From an optimization exercise on the open Yosys and OpenROAD flow, aimed at small area and a short achievable clock period; shortcuts taken in it are not production practice. At most, simulation tests tie the RTL to the original design; equivalence was not proved. No driver is modelled on the clock port, so clocking that relies on it looks cheaper here than on a real chip. Power and IR drop assume default switching activity.

==> branch harbor: inputs <==
Design sync_fifo_32x8, start of the top module:
module sync_fifo_32x8 #(
  parameter DEPTH = 32,
  parameter WIDTH = 8
) (
  input clk, rst,
  input wr_en,
  input wire [WIDTH-1:0] din,
  output full,
  input rd_en,
  output reg [WIDTH-1:0] dout,
  output empty
);
clock: 3.3 ns
lec_check: 0
cap_margin: 20
core_margin: 2
core_utilization: 45
cts_cluster_diameter: 70
cts_cluster_size: 45
place_density: 0.65
setup_slack_margin: 1.5
slew_margin: 20
standard.sh (not shown) runs the stock make flow with config.mk's settings and CLKGATE_MAP_FILE= SYNTH_SCRIPT=/design/flow/synth_recipe.tcl, a recipe that flattens the netlist after the stock synthesis.
==> flow/flow/run.sh <==
#!/bin/bash
# Own layout flow: the standard ORFS flow with three changes.
#  - The platform's don't-use list is extended by flow/dont_use.txt's extra
#    cells (a slow single-size gate and the delay cells), for synthesis,
#    port buffering and repair.
#  - The CTS step's repair is replaced by flow/post_cts.tcl, which drops the
#    clock tree's root buffer (the clock port then drives the tree's two
#    first-level buffers) and repairs timing in a few passes.
# Each step's output goes to its own log here; ORFS's per-tool logs are under
# orfs/logs/.
set -euo pipefail
W=$PWD
DU="$(tr '\n' ' ' < "$W/flow/dont_use.txt")"
bash standard.sh synth "DONT_USE_CELLS=$DU" > "$W/run_synth.log" 2>&1
bash standard.sh floorplan place "DONT_USE_CELLS=$DU" > "$W/run_place.log" 2>&1
bash standard.sh cts "DONT_USE_CELLS=$DU" SKIP_CTS_REPAIR_TIMING=1 "POST_CTS_TCL=$W/flow/post_cts.tcl" > "$W/run_cts.log" 2>&1
bash standard.sh finish "DONT_USE_CELLS=$DU" SKIP_CTS_REPAIR_TIMING=1 "POST_CTS_TCL=$W/flow/post_cts.tcl" > "$W/run_finish.log" 2>&1
Other scripts of this flow, unchanged in this note and not shown: flow/flow/dont_use.txt, flow/flow/post_cts.tcl
==> branch yarrow (differences from branch harbor) <==
==> flow/config.mk (replaced) <==
export PLATFORM = sky130hd
export DESIGN_NAME = sync_fifo_32x8
export DESIGN_NICKNAME = sync_fifo_32x8
export VERILOG_FILES = /design/flow/design.v
export SDC_FILE = /design/flow/constraint.sdc
export NUM_CORES = 4
export LEC_CHECK = 0
export CAP_MARGIN = 20
export CORE_MARGIN = 2
export CORE_UTILIZATION = 40
export CTS_CLUSTER_DIAMETER = 60
export CTS_CLUSTER_SIZE = 40
export PLACE_DENSITY = 0.6
export SETUP_SLACK_MARGIN = 1.65
export SLEW_MARGIN = 20
==> comparison table <==
                                                            branch harbor   branch yarrow
Status                                                     finished clean  finished clean
Post-route total power                                            10.1 mW         11.6 mW
Count of cell instances traversed by the critical path                  4               6
Worst slew margin relative to its limit                             0.396           0.370
Fraction of met3 tracks used by global routing                     0.0492          0.0363
Min setup slack post-route                                        1.50 ns         1.52 ns
DRC violation total after the first TritonRoute iteration             989            1008
Number of global-route vias before repair                            6827            6958
Num tapcells                                                          330             384
Area taken by flip-flops and latches                             8980 um2        8990 um2
Post-placement cell area                                        12000 um2       12100 um2
CP max FO                                                              14               6
Floorplan row count                                                    58              62
Final non-filler cell area                                      12800 um2       13800 um2
Total number of vias                                                 7098            7266
Core Util, Final                                                    0.508           0.484
Highest Clock Rate                                                556 MHz         562 MHz
Initial Utilization                                                 0.459           0.405


==> tundra <==
Starting RTL as in the previous note.
==> module sync_fifo_32x8, before the edit <==
module sync_fifo_32x8 #(
  parameter DEPTH = 32,
  parameter WIDTH = 8
) (
  input clk, rst,
  input wr_en,
  input wire [WIDTH-1:0] din,
  output full,
  input rd_en,
  output reg [WIDTH-1:0] dout,
  output empty
);
  reg [WIDTH-1:0] fifo [0:DEPTH-1];
  reg [4:0] wr_ptr, rd_ptr;
  reg [7:0] rd_lo;             
  reg [3:0] rd_hi;             
  reg full_r, nempty_r;
  reg [7:0] wr_lo;             
  reg [3:0] wr_hi;             
  reg rd_byp;
  reg [WIDTH-1:0] wr_data;
  function [4:0] succ;
    input [4:0] p;
    succ = {p[3:0], p[4] ^ p[2] ^ (p[3:0] == 4'b0000)};
  endfunction
  wire [4:0] wr_nxt = succ(wr_ptr);
  wire [4:0] rd_nxt = succ(rd_ptr);
  wire almost_full  = (wr_nxt == rd_ptr);    
  wire almost_empty = (rd_nxt == wr_ptr);    
  wire wa = wr_en & ~full_r;
  wire ra = rd_en & nempty_r;
  wire [4:0] rd_new  = ra ? rd_nxt : rd_ptr;
  wire       byp_new = wa & (~nempty_r | (almost_empty & ra));
  reg [WIDTH-1:0] rdata;
  integer i, j;
  always @* begin
    rdata = wr_data & {WIDTH{rd_byp}};
    for (i = 0; i < DEPTH; i = i + 1)
      rdata = rdata | (fifo[i] & {WIDTH{rd_hi[i >> 3] & rd_lo[i & 7]}});
  end
  always @(posedge clk or posedge rst) begin
    if (rst) begin
      wr_ptr   <= 5'd0;
      rd_ptr   <= 5'd0;
      rd_lo    <= 8'd1;
      rd_hi    <= 4'd1;
      full_r   <= 1'b0;
      nempty_r <= 1'b0;
      wr_hi    <= 4'd0;
      rd_byp   <= 1'b0;
      dout     <= {WIDTH{1'b0}};
    end else begin
      if (wa) wr_ptr <= wr_nxt;
      rd_ptr   <= rd_new;
      rd_lo    <= 8'd1 << rd_new[2:0];
      rd_hi    <= byp_new ? 4'd0 : (4'd1 << rd_new[4:3]);
      rd_byp   <= byp_new;
      wr_hi    <= wa ? (4'd1 << wr_ptr[4:3]) : 4'd0;
      if (ra) dout <= rdata;
      full_r   <= full_r ? ~ra : (almost_full & wa & ~ra);
      nempty_r <= nempty_r ? ~(almost_empty & ra & ~wa) : wa;
    end
  end
  always @(posedge clk) begin
    wr_data <= din;
    wr_lo   <= 8'd1 << wr_ptr[2:0];
    for (j = 0; j < DEPTH; j = j + 1)
      if (wr_hi[j >> 3] & wr_lo[j & 7]) fifo[j] <= wr_data;
  end
  assign full  = full_r;
  assign empty = ~nempty_r;
endmodule
==> flow/config.mk <==
export PLATFORM = sky130hd
export DESIGN_NAME = sync_fifo_32x8
export DESIGN_NICKNAME = sync_fifo_32x8
export VERILOG_FILES = /design/flow/design.v
export SDC_FILE = /design/flow/constraint.sdc
export NUM_CORES = 4
export LEC_CHECK = 0
export ABC_AREA = 1
export CAP_MARGIN = 20
export CORE_MARGIN = 2
export CORE_UTILIZATION = 40
export CTS_CLUSTER_DIAMETER = 60
export CTS_CLUSTER_SIZE = 40
export PLACE_DENSITY = 0.6
export SETUP_SLACK_MARGIN = 1.5
export SLEW_MARGIN = 20
==> flow/constraint.sdc <==
create_clock -name core_clock -period 3.3 [get_ports {clk}]
set_input_delay 0.6600 -clock core_clock [delete_from_list [all_inputs] [get_ports {clk}]]
set_output_delay 0.6600 -clock core_clock [all_outputs]
set_load 0.01 [all_outputs]
==> flow/flow/dont_use.txt <==
sky130_fd_sc_hd__probe_p_8 sky130_fd_sc_hd__probec_p_8 sky130_fd_sc_hd__lpflow_bleeder_1 sky130_fd_sc_hd__lpflow_clkbufkapwr_1 sky130_fd_sc_hd__lpflow_clkbufkapwr_16 sky130_fd_sc_hd__lpflow_clkbufkapwr_2 sky130_fd_sc_hd__lpflow_clkbufkapwr_4 sky130_fd_sc_hd__lpflow_clkbufkapwr_8 sky130_fd_sc_hd__lpflow_clkinvkapwr_1 sky130_fd_sc_hd__lpflow_clkinvkapwr_16 sky130_fd_sc_hd__lpflow_clkinvkapwr_2 sky130_fd_sc_hd__lpflow_clkinvkapwr_4 sky130_fd_sc_hd__lpflow_clkinvkapwr_8 sky130_fd_sc_hd__lpflow_decapkapwr_12 sky130_fd_sc_hd__lpflow_decapkapwr_3 sky130_fd_sc_hd__lpflow_decapkapwr_4 sky130_fd_sc_hd__lpflow_decapkapwr_6 sky130_fd_sc_hd__lpflow_decapkapwr_8 sky130_fd_sc_hd__lpflow_inputiso0n_1 sky130_fd_sc_hd__lpflow_inputiso0p_1 sky130_fd_sc_hd__lpflow_inputiso1n_1 sky130_fd_sc_hd__lpflow_inputiso1p_1 sky130_fd_sc_hd__lpflow_inputisolatch_1 sky130_fd_sc_hd__lpflow_isobufsrc_1 sky130_fd_sc_hd__lpflow_isobufsrc_16 sky130_fd_sc_hd__lpflow_isobufsrc_2 sky130_fd_sc_hd__lpflow_isobufsrc_4 sky130_fd_sc_hd__lpflow_isobufsrc_8 sky130_fd_sc_hd__lpflow_isobufsrckapwr_16 sky130_fd_sc_hd__lpflow_lsbuf_lh_hl_isowell_tap_1 sky130_fd_sc_hd__lpflow_lsbuf_lh_hl_isowell_tap_2 sky130_fd_sc_hd__lpflow_lsbuf_lh_hl_isowell_tap_4 sky130_fd_sc_hd__lpflow_lsbuf_lh_isowell_4 sky130_fd_sc_hd__lpflow_lsbuf_lh_isowell_tap_1 sky130_fd_sc_hd__lpflow_lsbuf_lh_isowell_tap_2 sky130_fd_sc_hd__lpflow_lsbuf_lh_isowell_tap_4
sky130_fd_sc_hd__a222oi_1
sky130_fd_sc_hd__clkdlybuf4s15_1
sky130_fd_sc_hd__clkdlybuf4s15_2
sky130_fd_sc_hd__clkdlybuf4s18_1
sky130_fd_sc_hd__clkdlybuf4s18_2
sky130_fd_sc_hd__clkdlybuf4s25_1
sky130_fd_sc_hd__clkdlybuf4s25_2
sky130_fd_sc_hd__clkdlybuf4s50_1
sky130_fd_sc_hd__clkdlybuf4s50_2
sky130_fd_sc_hd__dlygate4sd1_1
sky130_fd_sc_hd__dlygate4sd2_1
sky130_fd_sc_hd__dlygate4sd3_1
sky130_fd_sc_hd__dlymetal6s2s_1
sky130_fd_sc_hd__dlymetal6s4s_1
sky130_fd_sc_hd__dlymetal6s6s_1
==> flow/flow/post_cts.tcl <==
# Runs at the end of ORFS's CTS step (POST_CTS_TCL), with the CTS step's own
# repair skipped (SKIP_CTS_REPAIR_TIMING=1).
# 1. The clock tree's root buffer only drives the two buffers of the tree's
#    first level; drop it and let the clock port drive those two directly
#    (the port then feeds 2 cell pins). Every register keeps the same number
#    of buffers from the port, so no register's clock moves against another's.
# 2. Repair setup and hold as the CTS step would, in a few passes.
set block [ord::get_db_block]
set root [$block findInst clkbuf_0_clk]
if {$root != "NULL"} {
  set rnet [[$root findITerm X] getNet]
  set pnet [[$root findITerm A] getNet]
  set n 0
  foreach it [$rnet getITerms] {
    if {[$it getInst] != $root} { incr n }
  }
  if {$n <= 4} {
    foreach it [$rnet getITerms] {
      if {[$it getInst] != $root} { $it disconnect; $it connect $pnet }
    }
    [$root findITerm A] disconnect
    odb::dbInst_destroy $root
    odb::dbNet_destroy $rnet
    puts "post_cts: removed clkbuf_0_clk, port drives $n buffers"
  }
}
estimate_parasitics -placement
puts "post_cts: before repair WS [sta::worst_slack_cmd max]"
set npass 3
if {[info exists ::env(FLOW_REPAIR_PASSES)]} { set npass $::env(FLOW_REPAIR_PASSES) }
for {set i 0} {$i < $npass} {incr i} {
  repair_timing_helper
  puts "post_cts: pass $i WS [sta::worst_slack_cmd max]"
}
detailed_placement
check_placement -verbose
estimate_parasitics -placement
puts "post_cts: after repair WS [sta::worst_slack_cmd max]"
Scripts as last shown in full above: flow/flow/run.sh
==> willow (differences from tundra) <==
==> flow/design.v (replaced) <==
module sync_fifo_32x8 #(
  parameter DEPTH = 32,
  parameter WIDTH = 8
) (
  input clk, rst,
  input wr_en,
  input wire [WIDTH-1:0] din,
  output full,
  input rd_en,
  output reg [WIDTH-1:0] dout,
  output empty
);
  reg [WIDTH-1:0] fifo [0:DEPTH-1];
  reg [4:0] wr_ptr, rd_ptr;
  reg [7:0] rd_lo;    
  reg [3:0] rd_hi;    
  reg full_r, nempty_r;
  function [4:0] succ;
    input [4:0] p;
    succ = {p[3:0], p[4] ^ p[2] ^ (p[3:0] == 4'b0000)};
  endfunction
  wire [4:0] wr_nxt = succ(wr_ptr);
  wire [4:0] rd_nxt = succ(rd_ptr);
  wire almost_full  = (wr_nxt == rd_ptr);    
  wire almost_empty = (rd_nxt == wr_ptr);    
  wire wa = wr_en & ~full_r;
  wire ra = rd_en & nempty_r;
  reg [WIDTH-1:0] rdata;
  integer i;
  always @* begin
    rdata = {WIDTH{1'b0}};
    for (i = 0; i < DEPTH; i = i + 1)
      rdata = rdata | (fifo[i] & {WIDTH{rd_hi[i >> 3] & rd_lo[i & 7]}});
  end
  always @(posedge clk or posedge rst) begin
    if (rst) begin
      wr_ptr   <= 5'd0;
      rd_ptr   <= 5'd0;
      rd_lo    <= 8'd1;
      rd_hi    <= 4'd1;
      full_r   <= 1'b0;
      nempty_r <= 1'b0;
      dout     <= {WIDTH{1'b0}};
    end else begin
      if (wa) wr_ptr <= wr_nxt;
      if (ra) begin
        rd_ptr <= rd_nxt;
        rd_lo  <= 8'd1 << rd_nxt[2:0];
        rd_hi  <= 4'd1 << rd_nxt[4:3];
        dout   <= rdata;
      end
      full_r   <= full_r ? ~ra : (almost_full & wa & ~ra);
      nempty_r <= nempty_r ? ~(almost_empty & ra & ~wa) : wa;
    end
  end
  always @(posedge clk) begin
    if (wa) fifo[wr_ptr] <= din;
  end
  assign full  = full_r;
  assign empty = ~nempty_r;
endmodule
==> flow/run.sh (new file) <==
#!/bin/bash
# synth_recipe.tcl (not shown) runs the flow's synth.tcl, then flattens the netlist and writes it again
# the make line also repeats each setting of config.mk as NAME=value (left out here)
make -C /OpenROAD-flow-scripts/flow DESIGN_CONFIG=/design/flow/config.mk WORK_HOME=/design/flow/orfs CLKGATE_MAP_FILE= SYNTH_SCRIPT=/design/flow/synth_recipe.tcl finish
Settings changed: ABC_AREA 1 to not set, CTS_CLUSTER_DIAMETER 60 to not set, CTS_CLUSTER_SIZE 40 to not set, SETUP_SLACK_MARGIN 1.5 to 1.8.
removed: flow/flow/run.sh
removed: flow/flow/dont_use.txt
removed: flow/flow/post_cts.tcl
removed: flow/standard.sh
==> summary of the runs <==
- Of tundra and willow, tundra has the higher worst setup slack (gap 0.20 ns).
- Wire length: tundra is smaller than willow (about 3%).
- Against tundra, the via count of willow is lower by about 6%.
- Against tundra, the final area of willow is larger by 3.2%.
- Against willow, the critical path depth of tundra is higher by 4.
- Of tundra and willow, willow has the higher first-iteration DRC count (gap about 20%, measured against willow).
==> figures <==
                                          tundra       willow
Gate Count Post-Synth                       1,078          704
DRT Wirelength                            35.5 mm      36.6 mm
Seq_cells                                     309          288
Routing usage on met3                       4.30%        4.58%
Area of the die                       0.0314 mm^2  0.0289 mm^2
Crit-path max cell delay                  0.46 ns      0.60 ns
PwrDens                               750 mW/mm^2  900 mW/mm^2
Warnings from Yosys                             2            1
Number of nets produced by synthesis        1,090          716
Post-Route Hold Slack                    0.356 ns     0.521 ns
Total vias in the final route               7,837        7,363
Placed Area                           0.0126 mm^2  0.0119 mm^2
Sequential share of cell area               65.9%        61.0%
Status           no timing/DRC/antenna violations  no timing/DRC/antenna violations
No functional check of the RTL was part of willow.

re-timing with driven ports:
In the flow no input, the clock included, has a driving cell. The finished layouts below were timed again as built, in two steps. Step 1, drivers: a clkbuf_16 drives clk and a buf_2 each remaining input, both assumed. Step 2 moves the port delays by t, midway between the first and last clock arrival at a register: inputs arrive t later, outputs are due t later. That takes back most of the time a late clock gives input paths. Three values: ideal ports, drivers, drivers and shift; two values: the first two.
| run | shift t [ns] | slack for setup (ns) | latest minus earliest clock arrival (ns) |
|---|---|---|---|
| branch harbor | 0.442 | 1.500 / 1.500 / 1.200 | 0.021 / 0.021 |
| branch yarrow | 0.456 | 1.521 / 1.521 / 1.371 | 0.027 / 0.026 |
| tundra | 0.461 | 1.513 / 1.513 / 1.360 | 0.028 / 0.027 |
| willow | 0.593 | 1.315 / 1.315 / 1.171 | 0.021 / 0.021 |
After both steps every run listed still meets setup and hold. The setup slack of branch harbor, which loses most, moves by 0.000 ns with the drivers and by -0.300 ns with both steps.
